Source: an optimization exercise on an open RTL-to-GDS flow (aim: small area and a short achievable clock period). Production flows keep margins and buffers that such runs may drop.
The RTL was checked by simulation tests, not by an equivalence proof against the original design.

==> run G: inputs <==
==> flow/design.v <==
module ALU(A, B, op, Y);
    input [31:0] A, B;
    input [4:0] op;            
    output [31:0] Y;
    wire inv = op[1] | op[2];
    wire [31:0] sum = A + (B ^ {32{inv}}) + {31'b0, inv};
    wire lt = (A[31] ^ B[31]) ? A[31] : sum[31];
    wire [31:0] o = A | B;
    wire is_and = ~(|op);
    assign Y = ({32{op[0] | op[1]}} & sum)
             | {31'b0, op[2] & lt}
             | ({32{op[3]}} & ~o)
             | ({32{op[4]}} & o)
             | ({32{is_and}} & (A & B));
endmodule
module ALUController(is_r, is_mem, f3, f7, alu_op);
    input is_r, is_mem;
    input [2:0] f3;
    input [6:0] f7;
    output [4:0] alu_op;
    wire sub7 = (f7 == 7'b0100000);
    wire alt  = is_mem | (is_r & (f7 != 7'b0000000));    
    wire f000 = (f3 == 3'b000);
    wire f010 = (f3 == 3'b010);
    assign alu_op[1] = f000 & is_r & sub7;
    assign alu_op[0] = (f000 & ~(is_r & sub7)) | (f010 & alt);
    assign alu_op[2] = f010 & ~alt;
    assign alu_op[3] = (f3 == 3'b100) & ~alt;
    assign alu_op[4] = (f3 == 3'b110);
endmodule
module Controller(instr, reg_write, alu_src, mem2reg, mem_read, mem_write, alu_op);
    input [31:0] instr;
    output reg_write, alu_src, mem2reg, mem_read, mem_write;
    output [4:0] alu_op;
    wire [6:0] opcode = instr[6:0];
    wire [2:0] f3 = instr[14:12];
    wire [6:0] f7 = instr[31:25];
    wire is_r  = (opcode == 7'b0110011);
    wire is_i  = (opcode == 7'b0010011);
    wire is_ld = (opcode == 7'b0000011);
    wire is_st = (opcode == 7'b0100011);
    assign reg_write = is_r | is_i | is_ld;
    assign alu_src   = is_i | is_ld | is_st;
    assign mem2reg   = is_ld;
    assign mem_read  = is_ld;
    assign mem_write = is_st;
    ALUController ac (.is_r(is_r), .is_mem(is_ld | is_st), .f3(f3), .f7(f7), .alu_op(alu_op));
endmodule
module FlipFlop(clk, reset, q);
    input clk;
    input reset;
    output [7:0] q;
    reg [5:0] word;
    always @(posedge clk)
        if (reset)
            word <= 6'b0;
        else
            word <= word + 6'd1;
    assign q = {word, 2'b00};
endmodule
module ImmGen(instr, imm);
    input [31:0] instr;
    output [31:0] imm;
    wire is_st = (instr[6:0] == 7'b0100011);
    assign imm = {{20{instr[31]}}, instr[31:25], is_st ? instr[11:7] : instr[24:20]};
endmodule
module Mux(S, D1, D2, Y);
    input S;
    input [31:0] D1;
    input [31:0] D2;
    output [31:0] Y;
    assign Y = S ? D2 : D1;
endmodule
module RegFile(clk, reset, we, waddr, wdata, ra1, ra2, rd1, rd2);
    input clk, reset;
    input we;
    input [4:0] waddr, ra1, ra2;
    input [31:0] wdata;
    output reg [31:0] rd1, rd2;
    reg [31:0] mem [0:31];
    reg [31:0] valid;
    wire [31:0] wsel = {32{we}} & (32'b1 << waddr);
    wire [31:0] s1 = (32'b1 << ra1) & valid;
    wire [31:0] s2 = (32'b1 << ra2) & valid;
    genvar g;
    generate
        for (g = 0; g < 32; g = g + 1) begin : regs
            always @(posedge clk)
                if (wsel[g])
                    mem[g] <= wdata;
        end
    endgenerate
    always @(posedge clk or posedge reset)
        if (reset)
            valid <= 32'b0;
        else
            valid <= valid | wsel;
    integer k;
    always @(*) begin
        rd1 = 32'b0;
        rd2 = 32'b0;
        for (k = 0; k < 32; k = k + 1) begin
            rd1 = rd1 | (mem[k] & {32{s1[k]}});
            rd2 = rd2 | (mem[k] & {32{s2[k]}});
        end
    end
endmodule
module data_path(clk, reset, instr, read_data, reg_write, alu_src, mem2reg, alu_op, pc, result, reg2);
    input clk, reset;
    input [31:0] instr, read_data;
    input reg_write, alu_src, mem2reg;
    input [4:0] alu_op;
    output [7:0] pc;
    output [31:0] result;
    output [31:0] reg2;
    wire [31:0] reg1, imm, alu_b, wb;
    FlipFlop PC (.clk(clk), .reset(reset), .q(pc));
    RegFile RF (.clk(clk), .reset(reset), .we(reg_write), .waddr(instr[11:7]), .wdata(wb),
                .ra1(instr[19:15]), .ra2(instr[24:20]), .rd1(reg1), .rd2(reg2));
    ImmGen IG (.instr(instr), .imm(imm));
    Mux m1 (.S(alu_src), .D1(reg2), .D2(imm), .Y(alu_b));
    ALU alu (.A(reg1), .B(alu_b), .op(alu_op), .Y(result));
    Mux m2 (.S(mem2reg), .D1(result), .D2(read_data), .Y(wb));
endmodule
module processor(clk, reset, instr, read_data, pc, Result, mem_read, mem_write, write_data);
    input clk, reset;
    input [31:0] instr;
    input [31:0] read_data;
    output [7:0] pc;
    output [31:0] Result;
    output mem_read, mem_write;
    output [31:0] write_data;
    wire reg_write, alu_src, mem2reg;
    wire [4:0] alu_op;
    Controller ctrl (.instr(instr), .reg_write(reg_write), .alu_src(alu_src), .mem2reg(mem2reg),
                     .mem_read(mem_read), .mem_write(mem_write), .alu_op(alu_op));
    data_path dp (.clk(clk), .reset(reset), .instr(instr), .read_data(read_data),
                  .reg_write(reg_write), .alu_src(alu_src), .mem2reg(mem2reg), .alu_op(alu_op),
                  .pc(pc), .result(Result), .reg2(write_data));
endmodule
==> flow/run.sh <==
#!/bin/bash
# synth_recipe.tcl (not shown) runs the flow's synth.tcl, then flattens the netlist and writes it again
# the make line also repeats each setting of config.mk as NAME=value (left out here)
make -C /OpenROAD-flow-scripts/flow DESIGN_CONFIG=/design/flow/config.mk WORK_HOME=/design/flow/orfs CLKGATE_MAP_FILE= SYNTH_SCRIPT=/design/flow/synth_recipe.tcl finish
==> flow/config.mk <==
export PLATFORM = sky130hd
export DESIGN_NAME = processor
export DESIGN_NICKNAME = processor
export VERILOG_FILES = /design/flow/design.v
export SDC_FILE = /design/flow/constraint.sdc
export NUM_CORES = 4
export LEC_CHECK = 0
export CAP_MARGIN = 20
export CORE_MARGIN = 2
export CORE_UTILIZATION = 33
export SETUP_SLACK_MARGIN = 0.3
export SLEW_MARGIN = 20
==> flow/constraint.sdc <==
create_clock -name core_clock -period 11.0 [get_ports {clk}]
set_input_delay 2.2000 -clock core_clock [delete_from_list [all_inputs] [get_ports {clk}]]
set_output_delay 2.2000 -clock core_clock [all_outputs]
set_load 0.01 [all_outputs]
==> run B (differences from run G) <==
==> flow/design.v, changed modules only <==
module ALU(A, B, op, Y);
    input [31:0] A, B;
    input [4:0] op;            
    output [31:0] Y;
    wire inv = op[1] | op[2];
    wire addsub = op[0] | op[1];
    wire is_and = ~(|op);
    wire [31:0] Bx = B ^ {32{inv}};
    wire [32:0] g0 = {A & Bx, inv};
    wire [32:0] p0 = {A ^ Bx, 1'b0};
    wire [32:0] g1, p1, g2, p2, g3, p3, g4, p4, g5, p5, g6;
    genvar k;
    generate
        for (k = 0; k < 33; k = k + 1) begin : pre
            if (k >= 1)  begin assign g1[k] = g0[k] | (p0[k] & g0[k-1]);  assign p1[k] = p0[k] & p0[k-1];  end
            else         begin assign g1[k] = g0[k];                      assign p1[k] = p0[k];             end
            if (k >= 2)  begin assign g2[k] = g1[k] | (p1[k] & g1[k-2]);  assign p2[k] = p1[k] & p1[k-2];  end
            else         begin assign g2[k] = g1[k];                      assign p2[k] = p1[k];             end
            if (k >= 4)  begin assign g3[k] = g2[k] | (p2[k] & g2[k-4]);  assign p3[k] = p2[k] & p2[k-4];  end
            else         begin assign g3[k] = g2[k];                      assign p3[k] = p2[k];             end
            if (k >= 8)  begin assign g4[k] = g3[k] | (p3[k] & g3[k-8]);  assign p4[k] = p3[k] & p3[k-8];  end
            else         begin assign g4[k] = g3[k];                      assign p4[k] = p3[k];             end
            if (k >= 16) begin assign g5[k] = g4[k] | (p4[k] & g4[k-16]); assign p5[k] = p4[k] & p4[k-16]; end
            else         begin assign g5[k] = g4[k];                      assign p5[k] = p4[k];             end
            if (k >= 32) begin assign g6[k] = g5[k] | (p5[k] & g5[k-32]); end
            else         begin assign g6[k] = g5[k];                      end
        end
    endgenerate
    wire [31:0] c = g6[31:0];           
    wire [31:0] p = p0[32:1];
    wire [31:0] o = A | B;
    wire [31:0] rest = ({32{op[3]}} & ~o) | ({32{op[4]}} & o) | ({32{is_and}} & (A & B));
    wire [31:0] y0 = ({32{addsub}} &  p) | rest;
    wire [31:0] y1 = ({32{addsub}} & ~p) | rest;
    wire [31:0] yc = (c & y1) | (~c & y0);
    wire lt = (A[31] ^ B[31]) ? A[31] : (p[31] ^ c[31]);
    assign Y = {yc[31:1], yc[0] | (op[2] & lt)};
endmodule
module RegFile(clk, reset, we, waddr, wdata, ra1, ra2, rd1, rd2);
    input clk, reset;
    input we;
    input [4:0] waddr, ra1, ra2;
    input [31:0] wdata;
    output reg [31:0] rd1, rd2;
    reg [31:0] mem [0:31];
    wire [31:0] wsel = {32{reset}} | ({32{we}} & (32'b1 << waddr));
    wire [31:0] wbits = ~(wdata & {32{~reset}});
    wire [31:0] s1 = 32'b1 << ra1;
    wire [31:0] s2 = 32'b1 << ra2;
    genvar g;
    generate
        for (g = 0; g < 32; g = g + 1) begin : regs
            always @(posedge clk)
                if (wsel[g])
                    mem[g] <= wbits;
        end
    endgenerate
    integer k;
    always @(*) begin
        rd1 = 32'b0;
        rd2 = 32'b0;
        for (k = 0; k < 32; k = k + 1) begin
            rd1 = rd1 | (~mem[k] & {32{s1[k]}});
            rd2 = rd2 | (~mem[k] & {32{s2[k]}});
        end
    end
endmodule
==> flow/flow/run.sh (new file) <==
#!/bin/bash
# Layout flow: the standard ORFS flow (standard.sh), with the standard synthesis unchanged.
# The only change: the input and output ports are buffered with a plain buffer cell
# (sky130_fd_sc_hd__buf_4) rather than the delay cell buffer_ports picks by default.
# Each step's full output goes to a log file of its own in this folder.
set -euo pipefail
cd "$(dirname "${BASH_SOURCE[0]}")/.."
bash standard.sh synth > log_synth.txt 2>&1
bash standard.sh "BUFFER_PORTS_ARGS=-buffer_cell sky130_fd_sc_hd__buf_4" finish > log_layout.txt 2>&1
==> flow/standard.sh (new file) <==
#!/bin/bash
# synth_recipe.tcl (not shown) runs the flow's synth.tcl, then flattens the netlist and writes it again
# the make line also repeats each setting of config.mk as NAME=value (left out here)
make -C /OpenROAD-flow-scripts/flow DESIGN_CONFIG=/design/flow/config.mk WORK_HOME=/design/flow/orfs CLKGATE_MAP_FILE= SYNTH_SCRIPT=/design/flow/synth_recipe.tcl "${@:-finish}"
Settings changed: ABC_AREA set to 1, CAP_MARGIN 20 to 30, CORE_UTILIZATION 33 to 50, SETUP_SLACK_MARGIN 0.3 to 5, SLEW_MARGIN 20 to 30, TNS_END_PERCENT set to 0.
removed: flow/run.sh
==> results_dict.tcl <==
set metrics [dict create \
    multi_input_area_share 0.287 \
    endpoint "Result[0]" \
    die_y_um 395 \
    status "timing/DRC/antenna clean" \
    clkPwrFrac 0.446 \
]
-- figures above: run G

==> results_dict.tcl <==
set metrics [dict create \
    endpoint "Result[17]" \
    synth_top_family_by_area "simple AND/OR/NAND/NOR gates" \
    clock_latency_ns 0.76 \
    min_from "dp.PC.word[0]$_SDFF_PP0_" \
    die_y_um 317 \
    multi_input_area_share 0.283 \
    status "timing/DRC/antenna clean" \
    io_pins 140 \
    power.group.top "registers" \
]
-- figures above: run B

what the ideal ports hide:
Ports are ideal in the flow. The routed layouts listed here were re-timed in OpenROAD. Step 1 assumes that a clkbuf_16 drives the clock port and a buf_2 every other input. Step 2 times the ports against the registers' clock, not the clock port: input delays grow and output delays shrink by t, the midpoint of the rising clock arrivals with the driver on. Three values: ideal ports, drivers, drivers and shift; two values: the first two.
run | t (ns) | setup slack, ns | worst setup path after step 2 | slew at the worst register clock pin (ns) | worst slew at a driven data input, ns
run G | 0.878 | 0.257 / 0.229 / 0.229 | input to output | 0.07 / 0.07 | 0.06
run B | 0.807 | 2.431 / 2.374 / 2.374 | input to output | 0.07 / 0.07 | 0.18
After both steps every run listed still meets setup and hold. For run B, which loses most, drivers alone change the setup slack by -0.057 ns; drivers and shift together by -0.057 ns.
